This design comes from an exercise in tuning for small area on the open sky130 flow, not from production work.
Only the layout flow was run in this run; the RTL was not checked for function there.
Power is estimated from default activity; no workload was simulated.

**design/flow/run.sh**
```bash
#!/bin/bash
# synth_recipe.tcl (not shown) runs the flow's synth.tcl, then flattens the netlist and writes it again
# the make line also repeats each setting of config.mk as NAME=value (left out here)
make -C /OpenROAD-flow-scripts/flow DESIGN_CONFIG=/design/flow/config.mk WORK_HOME=/design/flow/orfs CLKGATE_MAP_FILE= SYNTH_SCRIPT=/design/flow/synth_recipe.tcl finish
```
**design/flow/config.mk**
```make
export PLATFORM = sky130hd
export DESIGN_NAME = core
export DESIGN_NICKNAME = core
export VERILOG_FILES = /design/flow/design.v
export SDC_FILE = /design/flow/constraint.sdc
export NUM_CORES = 8
export LEC_CHECK = 0
export CAP_MARGIN = 20
export CORE_MARGIN = 2
export CORE_UTILIZATION = 25
export PLACE_DENSITY = 0.4
export SLEW_MARGIN = 20
```
**design/flow/constraint.sdc**
```tcl
create_clock -name core_clock -period 300.0 [get_ports {i_clk}]
set_input_delay 60.0000 -clock core_clock [delete_from_list [all_inputs] [get_ports {i_clk}]]
set_output_delay 60.0000 -clock core_clock [all_outputs]
set_load 0.01 [all_outputs]
```
**design/flow/design.v**
```verilog
module mdu_array (
    input  logic [31:0] b,       
    input  logic [31:0] en,      
    input  logic [31:0] inj,     
    input  logic        divm,
    input  logic [31:0] z,       
    output logic [31:0] lo,      
    output logic [31:0] hi,      
    output logic [31:0] q        
);
    logic [31:0] xn [0:32];
    logic [31:0] h1, h2;
    assign xn[32] = '0;
    genvar i, k;
    generate
        for (i = 31; i >= 0; i = i - 1) begin : row
            logic [31:0] x, y, s;
            logic [32:0] c;
            assign x = {xn[i+1][30:0], inj[i]};
            assign y = b & {32{en[i]}};
            assign c[0] = divm;
            for (k = 0; k < 32; k = k + 1) begin : bitk
                assign s[k] = x[k] ^ y[k] ^ c[k];
                assign c[k+1] = (x[k] & y[k]) | (c[k] & (x[k] ^ y[k]));
            end
            assign q[i] = divm & z[i] & c[32-i];
            for (k = 0; k < 32; k = k + 1) begin : nxt
                if (k <= 31 - i) begin : d
                    assign xn[i][k] = (divm & ~q[i]) ? x[k] : s[k];
                end else begin : m
                    assign xn[i][k] = s[k];
                end
            end
            assign h1[i] = c[32];
            if (i >= 1) begin : hh
                assign h2[i-1] = xn[i][31];
            end
        end
    endgenerate
    assign h2[31] = 1'b0;
    assign lo = xn[0];
    assign hi = h1 + h2;
endmodule
module multiplier_unit (
    input  logic [31:0] i_a,         
    input  logic [31:0] i_b,         
    input  logic [2:0]  i_funct3,
    input  logic        i_shift,     
    input  logic        i_sra,
    input  logic [4:0]  i_shamt,
    output logic [31:0] o_result
);
    logic        divm, sa, sb, sra_s, inva, right;
    logic [31:0] am, bm, onehot, barr, lo, hi, q, z, sel;
    logic [4:0]  sh;
    logic        neg, cin;
    assign divm  = ~i_shift & i_funct3[2];
    assign sa    = ~i_shift & i_a[31] & (i_funct3[2] ? ~i_funct3[0] : (i_funct3[1] ^ i_funct3[0]));
    assign sb    = ~i_shift & i_b[31] & (i_funct3[2] ? ~i_funct3[0] : (~i_funct3[1] & i_funct3[0]));
    assign sra_s = i_shift & i_sra & i_a[31];
    assign right = i_shift & i_funct3[2];
    assign inva  = sa | sra_s;
    assign am = (i_a ^ {32{inva}}) + {31'b0, sa};
    assign bm = (i_b ^ {32{sb}}) + {31'b0, sb};
    assign sh = right ? ~i_shamt : i_shamt;
    assign onehot = 32'b1 << sh;
    assign barr = i_shift ? onehot : (bm ^ {32{divm}});
    assign z[0] = 1'b1;
    genvar i;
    generate
        for (i = 1; i < 32; i = i + 1) begin : zz
            assign z[i] = ~|bm[31:32-i];
        end
    endgenerate
    mdu_array u_arr (
        .b    (barr),
        .en   (am | {32{divm}}),
        .inj  (am & {32{divm}}),
        .divm (divm),
        .z    (z),
        .lo   (lo),
        .hi   (hi),
        .q    (q)
    );
    always_comb begin
        if (i_shift) begin
            sel = right ? {hi[30:0], lo[31]} : lo;
            neg = sra_s;
            cin = 1'b0;
        end else begin
            case (i_funct3)
                3'b000:                 begin sel = lo; neg = 1'b0;            cin = 1'b0; end
                3'b001, 3'b010, 3'b011: begin sel = hi; neg = sa ^ sb;         cin = (sa ^ sb) & ~|lo; end
                3'b100, 3'b101:         begin sel = q;  neg = (sa ^ sb) & |i_b; cin = (sa ^ sb) & |i_b; end
                default:                begin sel = lo; neg = sa;              cin = sa; end
            endcase
        end
    end
    assign o_result = (sel ^ {32{neg}}) + {31'b0, cin};
endmodule
module register_file (
    input  logic        i_clk,
    input  logic        i_rst_n,
    input  logic [4:0]  i_rs1,
    input  logic [4:0]  i_rs2,
    input  logic [4:0]  i_rd,
    input  logic [31:0] i_rd_din,
    input  logic        i_reg_write,
    output logic [31:0] o_rs1_dout,
    output logic [31:0] o_rs2_dout
);
    logic [31:0] rf [1:31];
    logic [31:1] valid;
    logic [31:1] we;
    logic [31:1] sel1, sel2;
    logic        fwd1, fwd2;
    genvar k;
    generate
        for (k = 1; k < 32; k = k + 1) begin : w
            assign we[k] = i_reg_write & (i_rd == k);
            always_ff @(posedge i_clk) begin
                if (we[k]) rf[k] <= i_rd_din;
            end
            always_ff @(posedge i_clk or negedge i_rst_n) begin
                if (~i_rst_n) valid[k] <= 1'b0;
                else if (we[k]) valid[k] <= 1'b1;
            end
        end
    endgenerate
    assign fwd1 = i_reg_write & (i_rd != 5'd0) & (i_rd == i_rs1);
    assign fwd2 = i_reg_write & (i_rd != 5'd0) & (i_rd == i_rs2);
    generate
        for (k = 1; k < 32; k = k + 1) begin : s
            assign sel1[k] = valid[k] & ~fwd1 & (i_rs1 == k);
            assign sel2[k] = valid[k] & ~fwd2 & (i_rs2 == k);
        end
    endgenerate
    always_comb begin
        o_rs1_dout = {32{fwd1}} & i_rd_din;
        o_rs2_dout = {32{fwd2}} & i_rd_din;
        for (int j = 1; j < 32; j = j + 1) begin
            o_rs1_dout = o_rs1_dout | ({32{sel1[j]}} & rf[j]);
            o_rs2_dout = o_rs2_dout | ({32{sel2[j]}} & rf[j]);
        end
    end
endmodule
module core #(
    parameter XLEN = 32,
    parameter FLEN = 32,
    parameter RESET_PC = 32'h4000_0000
) (
    input                       i_clk,
    input                       i_rst_n,
    output  logic   [XLEN-1:0]  o_instr_addr,
    input           [XLEN-1:0]  i_instr_data,
    output  logic   [XLEN-1:0]  o_data_addr,
    input           [XLEN-1:0]  i_data_rd_data,
    output  logic   [XLEN-1:0]  o_data_wr_data,
    output  logic   [1:0]       o_data_mask,
    output  logic               o_data_wr_en,
    output  logic               o_data_out_ready,
    output  logic               o_data_in_valid,
    output  logic   [7:0]       o_data_in
);
    logic [31:0] pc_curr;
    logic [1:0]  rst_cnt;            
    logic [31:2] id_instr, ex_instr;
    logic        id_v, ex_v;
    logic [31:0] wb_result;
    logic [4:0]  wb_rd;
    logic        wb_we, wb_load;
    logic [2:0]  wb_f3;
    logic [2:0]  frm;
    logic [4:0]  fflags;
    logic [7:0]  data_in_q;
    logic        data_in_valid_q, data_out_ready_q;
    logic [31:0] ins;
    assign ins = {ex_instr, 2'b11};
    logic [2:0] f3;
    logic [4:0] rd, rs1, rs2;
    assign f3  = ins[14:12];
    assign rd  = ins[11:7];
    assign rs1 = ins[19:15];
    assign rs2 = ins[24:20];
    logic op_load, op_opimm, op_auipc, op_store, op_op, op_lui, op_branch, op_jalr, op_jal, op_system;
    assign op_load   = ~ins[6] & ~ins[5] & ~ins[4];
    assign op_opimm  = ~ins[6] & ~ins[5] &  ins[4] & ~ins[2];
    assign op_auipc  = ~ins[6] & ~ins[5] &  ins[4] &  ins[2];
    assign op_store  = ~ins[6] &  ins[5] & ~ins[4];
    assign op_op     = ~ins[6] &  ins[5] &  ins[4] & ~ins[2];
    assign op_lui    = ~ins[6] &  ins[5] &  ins[4] &  ins[2];
    assign op_branch =  ins[6] & ~ins[4] & ~ins[2];
    assign op_jalr   =  ins[6] & ~ins[4] &  ins[2] & ~ins[3];
    assign op_jal    =  ins[3];
    assign op_system =  ins[6] &  ins[4];
    logic muldiv, is_shift;
    assign muldiv   = op_op & ins[25];
    assign is_shift = (op_op | op_opimm) & (f3[1:0] == 2'b01);
    logic [31:0] imm;
    always_comb begin
        if (op_store)
            imm = {{20{ins[31]}}, ins[31:25], ins[11:7]};
        else if (op_branch)
            imm = {{20{ins[31]}}, ins[7], ins[30:25], ins[11:8], 1'b0};
        else if (op_lui | op_auipc)
            imm = {ins[31:12], 12'b0};
        else if (op_jal)
            imm = {{12{ins[31]}}, ins[19:12], ins[20], ins[30:21], 1'b0};
        else
            imm = {{20{ins[31]}}, ins[31:20]};
    end
    logic [31:0] rd_din, rs1v, rs2v;
    register_file rf (
        .i_clk       (i_clk),
        .i_rst_n     (i_rst_n),
        .i_rs1       (rs1),
        .i_rs2       (rs2),
        .i_rd        (wb_rd),
        .i_rd_din    (rd_din),
        .i_reg_write (wb_we),
        .o_rs1_dout  (rs1v),
        .o_rs2_dout  (rs2v)
    );
    logic ex_pcz;
    logic [31:0] pc_m8, ex_pc, link;
    assign ex_pcz = (rst_cnt == 2'd2);
    assign pc_m8  = pc_curr - 32'd8;
    assign ex_pc  = ex_pcz ? 32'd0 : pc_m8 - 32'd4;
    assign link   = ex_pcz ? 32'd4 : pc_m8;
    logic [31:0] op2, alu_b, alu_res;
    logic [32:0] sum;
    logic        sub, ltu, lt, eq;
    assign op2   = (op_op | op_branch) ? rs2v : imm;
    assign sub   = op_branch | ((op_op | op_opimm) & f3[1] & ~f3[2]) | (op_op & (f3 == 3'b000) & ins[30]);
    assign alu_b = op2 ^ {32{sub}};
    assign sum   = {1'b0, rs1v} + {1'b0, alu_b} + {32'b0, sub};
    assign ltu   = ~sum[32];
    assign lt    = (rs1v[31] ^ op2[31]) ? rs1v[31] : ltu;
    assign eq    = ~|sum[31:0];
    always_comb begin
        case (f3)
            3'b010:  alu_res = {31'b0, lt};
            3'b011:  alu_res = {31'b0, ltu};
            3'b100:  alu_res = rs1v ^ op2;
            3'b110:  alu_res = rs1v | op2;
            3'b111:  alu_res = rs1v & op2;
            default: alu_res = sum[31:0];
        endcase
    end
    logic [31:0] mdu_res;
    multiplier_unit mdu (
        .i_a      (rs1v),
        .i_b      (rs2v),
        .i_funct3 (f3),
        .i_shift  (~muldiv),
        .i_sra    (ins[30]),
        .i_shamt  (op_op ? rs2v[4:0] : rs2),
        .o_result (mdu_res)
    );
    logic [31:0] tgt;
    logic        cond, taken;
    assign tgt   = ((op_jalr | op_load | op_store) ? rs1v : ex_pc) + imm;
    assign cond  = (f3[2] ? (f3[1] ? ltu : lt) : eq) ^ f3[0];
    assign taken = ex_v & (op_jal | op_jalr | (op_branch & cond));
    assign o_instr_addr = taken ? tgt : pc_curr;
    logic mem_write, uart_w, uart_r;
    assign mem_write = ex_v & op_store;
    assign uart_w    = mem_write & (tgt == 32'h8000_0008);
    assign uart_r    = ex_v & op_load & (tgt == 32'h8000_0004);
    assign o_data_addr    = tgt;
    assign o_data_wr_data = rs2v;
    assign o_data_mask    = f3[1:0];
    assign o_data_wr_en   = mem_write & ~uart_w;
    always_ff @(posedge i_clk) begin
        data_in_q        <= rs2v[7:0];
        data_in_valid_q  <= uart_w;
        data_out_ready_q <= uart_r;
    end
    assign o_data_in        = data_in_q;
    assign o_data_in_valid  = data_in_valid_q;
    assign o_data_out_ready = data_out_ready_q;
    logic [31:0] csr_rdata, csr_src, csr_wdata;
    logic        csr_write;
    logic        a_ff, a_frm, a_fcsr;
    assign a_ff   = (ins[31:20] == 12'h001);
    assign a_frm  = (ins[31:20] == 12'h002);
    assign a_fcsr = (ins[31:20] == 12'h003);
    assign csr_rdata = a_fcsr ? {24'b0, frm, fflags} : a_ff ? {27'b0, fflags} : a_frm ? {29'b0, frm} : 32'b0;
    assign csr_src   = f3[2] ? {27'b0, rs1} : rs1v;
    always_comb begin
        case (f3[1:0])
            2'b10:   csr_wdata = csr_rdata | csr_src;
            2'b11:   csr_wdata = csr_rdata & ~csr_src;
            default: csr_wdata = csr_src;
        endcase
    end
    assign csr_write = ex_v & op_system & (f3[1:0] != 2'b00) & ((f3[1:0] == 2'b01) | (rs1 != 5'd0));
    always_ff @(posedge i_clk or negedge i_rst_n) begin
        if (~i_rst_n) begin
            frm    <= 3'b0;
            fflags <= 5'b0;
        end else if (csr_write) begin
            if (a_ff | a_fcsr) fflags <= csr_wdata[4:0];
            if (a_frm)         frm    <= csr_wdata[2:0];
            else if (a_fcsr)   frm    <= csr_wdata[7:5];
        end
    end
    logic [31:0] ex_result;
    logic        reg_write;
    always_comb begin
        if (op_jal | op_jalr)          ex_result = link;
        else if (op_lui)               ex_result = imm;
        else if (op_auipc)             ex_result = tgt;
        else if (op_system)            ex_result = csr_rdata;
        else if (muldiv | is_shift)    ex_result = mdu_res;
        else                           ex_result = alu_res;
    end
    assign reg_write = ex_v & (rd != 5'd0) &
                       (op_op | op_opimm | op_load | op_jal | op_jalr | op_auipc | op_lui |
                        (op_system & (f3[1:0] != 2'b00)));
    logic [31:0] ld;
    always_comb begin
        case (wb_f3[1:0])
            2'b00:   ld = {{24{~wb_f3[2] & i_data_rd_data[7]}},  i_data_rd_data[7:0]};
            2'b01:   ld = {{16{~wb_f3[2] & i_data_rd_data[15]}}, i_data_rd_data[15:0]};
            default: ld = i_data_rd_data;
        endcase
    end
    assign rd_din = wb_load ? ld : wb_result;
    always_ff @(posedge i_clk or negedge i_rst_n) begin
        if (~i_rst_n) begin
            pc_curr <= RESET_PC;
            rst_cnt <= 2'd0;
            id_v    <= 1'b0;
            ex_v    <= 1'b0;
            wb_we   <= 1'b0;
        end else begin
            pc_curr <= o_instr_addr + 32'd4;
            if (rst_cnt != 2'd3) rst_cnt <= rst_cnt + 2'd1;
            id_v    <= ~taken;
            ex_v    <= id_v & ~taken;
            wb_we   <= reg_write;
        end
    end
    always_ff @(posedge i_clk) begin
        id_instr  <= i_instr_data[31:2];
        ex_instr  <= id_instr;
        wb_result <= ex_result;
        wb_rd     <= rd;
        wb_load   <= op_load;
        wb_f3     <= f3;
    end
endmodule
```
==> run summary <==
==> sequential cells by signal (all words and copies together), names as in the netlist, 5 cells and up <==
| register | flops |
|---|---|
| data_in_q | 8 |
| wb_result | 32 |
| rf.rf | 992 |
| ex_instr | 30 |
| fflags | 5 |
| pc_curr | 32 |
| id_instr | 30 |
| wb_rd | 5 |
| rf.valid | 31 |
==> layer usage <==
layer,global-route usage (%),share of wire [%],up-vias
li1,-,-,41100
met1,40.0,38,54900
met2,47.4,41,9096
met3,11.7,12,2556
met4,23.8,8.9,42
met5,0.362,0.074,-
==> cell families (layout without fill, tap and decap cells) <==
kind of cell | after synthesis | count (layout)
compound gates | 2852 | 2852
fa+ha+maj | 1200 | 1200
flops | 1179 | 1179
mux | 133 | 133
xor+xnor | 370 | 370
simple gates | 4037 | 4037
buf+inv | 1345 | 1758
other cells | 0 | 118
==> layout make-up <==
class	instances	area, µm²	share of cell area [%]
Antenna cell	118	295	0.237
Clock buffer	185	3900	3.12
Clock inverter	55	536	0.429
Inverter	486	1830	1.47
Multi-Input combinational cell	8592	68900	55.2
Sequential cell	1179	33900	27.2
Tap cell	5663	7090	5.68
Timing Repair Buffer	1032	8330	6.67
==> cells in the final DEF, fill, tap and decap left out, types with 100 or more instances in the layout <==
cell,synthesis,layout
ha_1,204,204
inv_1,476,475
nand3_1,305,304
dfxtp_1,111,100
nor2_1,1508,1452
a21oi_1,449,419
nor3_1,152,140
buf_4,27,848
fa_1,996,991
diode_2,0,118
a22oi_1,475,464
o211ai_1,226,226
nand2_1,1088,1085
or2_2,186,186
o21ai_0,348,337
nand4_1,135,135
clkbuf_16,0,146
a22o_1,134,134
clkdlybuf4s50_1,0,171
a221oi_1,103,103
xnor2_1,297,293
edfxtp_1,992,992
==> per-stage QoR <==
step / hold slack [ns] / power, mW
after global routing: 0.315 / 0.863
after floorplan: 0.310 / 0.432
after detailed placement: 0.315 / 0.642
after CTS: 0.311 / 0.819
final: 0.310 / 0.834
after global placement: 0.313 / 0.641
==> repair_timing <==
item                                    4_1_cts  5_1_grt
resized for setup                             0       40
buffers inserted                              0       17
endpoints found under the setup margin        0       32
==> impl_metrics.ini <==
[floorplan]
rows = 239
die_w_um = 655
core_region_area_um2 = 423000
ios = 175
dieArea_um2 = 429000
die_h_um = 655
initial_core_util_pct = 25.1

[sta]
finalMaxSlewViolations = 0
period_minus_slack_ns = 293.70
fin_setup_tns_ns = 0
fmax_mhz = 3.40
layout_setup_ws_ns = 6.30
worstMarginPinSlew_ns = 1.39
post-route-period-util_pct = 97.9
hold_viol_final = 0
fin_skew_ns = 0.104
setup_viol = 0
slew_headroom_pct = 6.03
rsz0062_at_grt = no

[place]
place_area_um2 = 120000
dp.cells = 16900
pre_cts_slack_ns = 3.87
hpwl_um = 502000
io_buffers = 172
place.gp.congestion = 1.02

[pwr]
power.switching_mw = 0.397
intPower_mw = 0.437
comb_power_share_pct = 53.4
clock_power_share_pct = 21.3
power_leader = combinational logic
leakagePower_nw = 48.1
vdd_ir_drop_max_mv = 0.00937
powerClk_mw = 0.177
power_density_nw_per_um2 = 6.68
seq_power_share_pct = 25.3
power_sequential_mw = 0.211
p_comb_mw = 0.445
p_sw_share_pct = 47.6

[clock_tree]
cts_tree = done
path_clk_slew_ns = 0.07
clk_latency_ns = 0.90
holdBufCountCts = 0
clockRootBuffer = clkbuf_16
clk_path_buf_depth = 4
clock_sinks = 1179
cts_buffers = 139
h-tree-depth = 4

[synth]
synthFlopType = edfxtp_1
synth-simple-area-share_pct = 17.8
synth_seq_area_share_pct = 32.0
synth-seq-cells = 1179
yosys_warnings = 6
synth_area_leaders = edfxtp_1, fa_1, nor2_1
synthTopCellsByCount = nor2_1, nand2_1, fa_1
synth_compound_area_share_pct = 19.5
synth_nets = 12400
synthDistinctLibCells = 131
syn_area_um2 = 106000
synth_fa_ha_area_share_pct = 21.2
syn_inst = 11100
synth_edf_count = 992
synth_top_family_by_area = adder cells
synth_top_cell_area_share_pct = 28.1
yosysMostFrequentCell = nor2_1
muxShareOfSynthArea_pct = 1.36
synth_xor_area_share_pct = 3.06
async_flop_share_pct = 6.45
syn_avg_cell_area_um2 = 9.54
yosys.area.top_type = edfxtp_1

[global_route]
grt_max_degree = 63
grt-ovfl-total = 0
grt_pass1_wl_um = 955000
grt_pass1_vias = 103000
track_usage_pct = 32.8
antenna_found_initial = 126

[routing]
drt-wirelength-per-cell_um = 41.6
drcViolationCount = 0
finalWirelength_um = 719000
antenna_left = 0
drt-pass1-iter-count = 10
via_per_inst = 6.23
vias = 108000
drt_iter0_drc = 17400

[final_layout]
n_fill_cell = 44200
final_area_um2 = 125000
area_growth_pct = 17.8
instances_no_fill = 17300
final_util_pct = 29.5
drive_gt1_share_pct = 15.1
finalNetCount = 12700

[outcome]
status = complete, no violations

[setup_path]
critPathRequiredTime_ns = 300.68
crit_fanout = 33
crit_path_start = i_data_rd_data[7]
cp.arrival_ns = 294.38
cpLargestDelayFamily = adder cells
endpoint = wb_result[30]
reg2reg_from = ex_instr[24]
r2r_slack_ns = 63.24
reg2reg_to = wb_result[30]
cpPeakStageDelay_ns = 0.75
crit_buf_inv = 76
crit_path_end_kind = register
r2r_cells = 708
cp-start-kind = input pin
crit_type = input pin to register
cp_slowest_cell = or4_1
cp_common_cell = fa_1
crit_cells = 925

[hold_path]
min_to = ex_instr[6]
hold-path-cell-count = 0
worstHoldStart = id_instr[6]
hold_path_class = register to register

[flow_run]
cap_violations = 0

-- what the ideal ports hide --
The flow's constraints put no driver on any port. The routed layout listed below was extracted and timed again, unchanged, in two steps.
Step 1, drivers: a clkbuf_16 drives i_clk and a buf_2 each remaining input, both assumed.
Step 2, shift: input delay + t, output delay - t, t = (earliest + latest rising clock arrival at the registers) / 2. This alone moves slack from input paths to output paths.
Slacks: no drivers / after step 1 / after step 2; pairs: no drivers / after step 1.
shift t [ns]: 0.942
slack for setup (ns): 6.297 / 6.313 / 5.371
worst hold slack (ns): 0.310 / 0.310 / 0.310
slew at the worst register clock pin (ns): 0.08 / 0.08
worst slew at a driven data input, ns: 0.13
After both steps setup and hold are still met in this run. For this run, drivers alone change the setup slack by +0.016 ns; drivers and shift together by -0.926 ns.
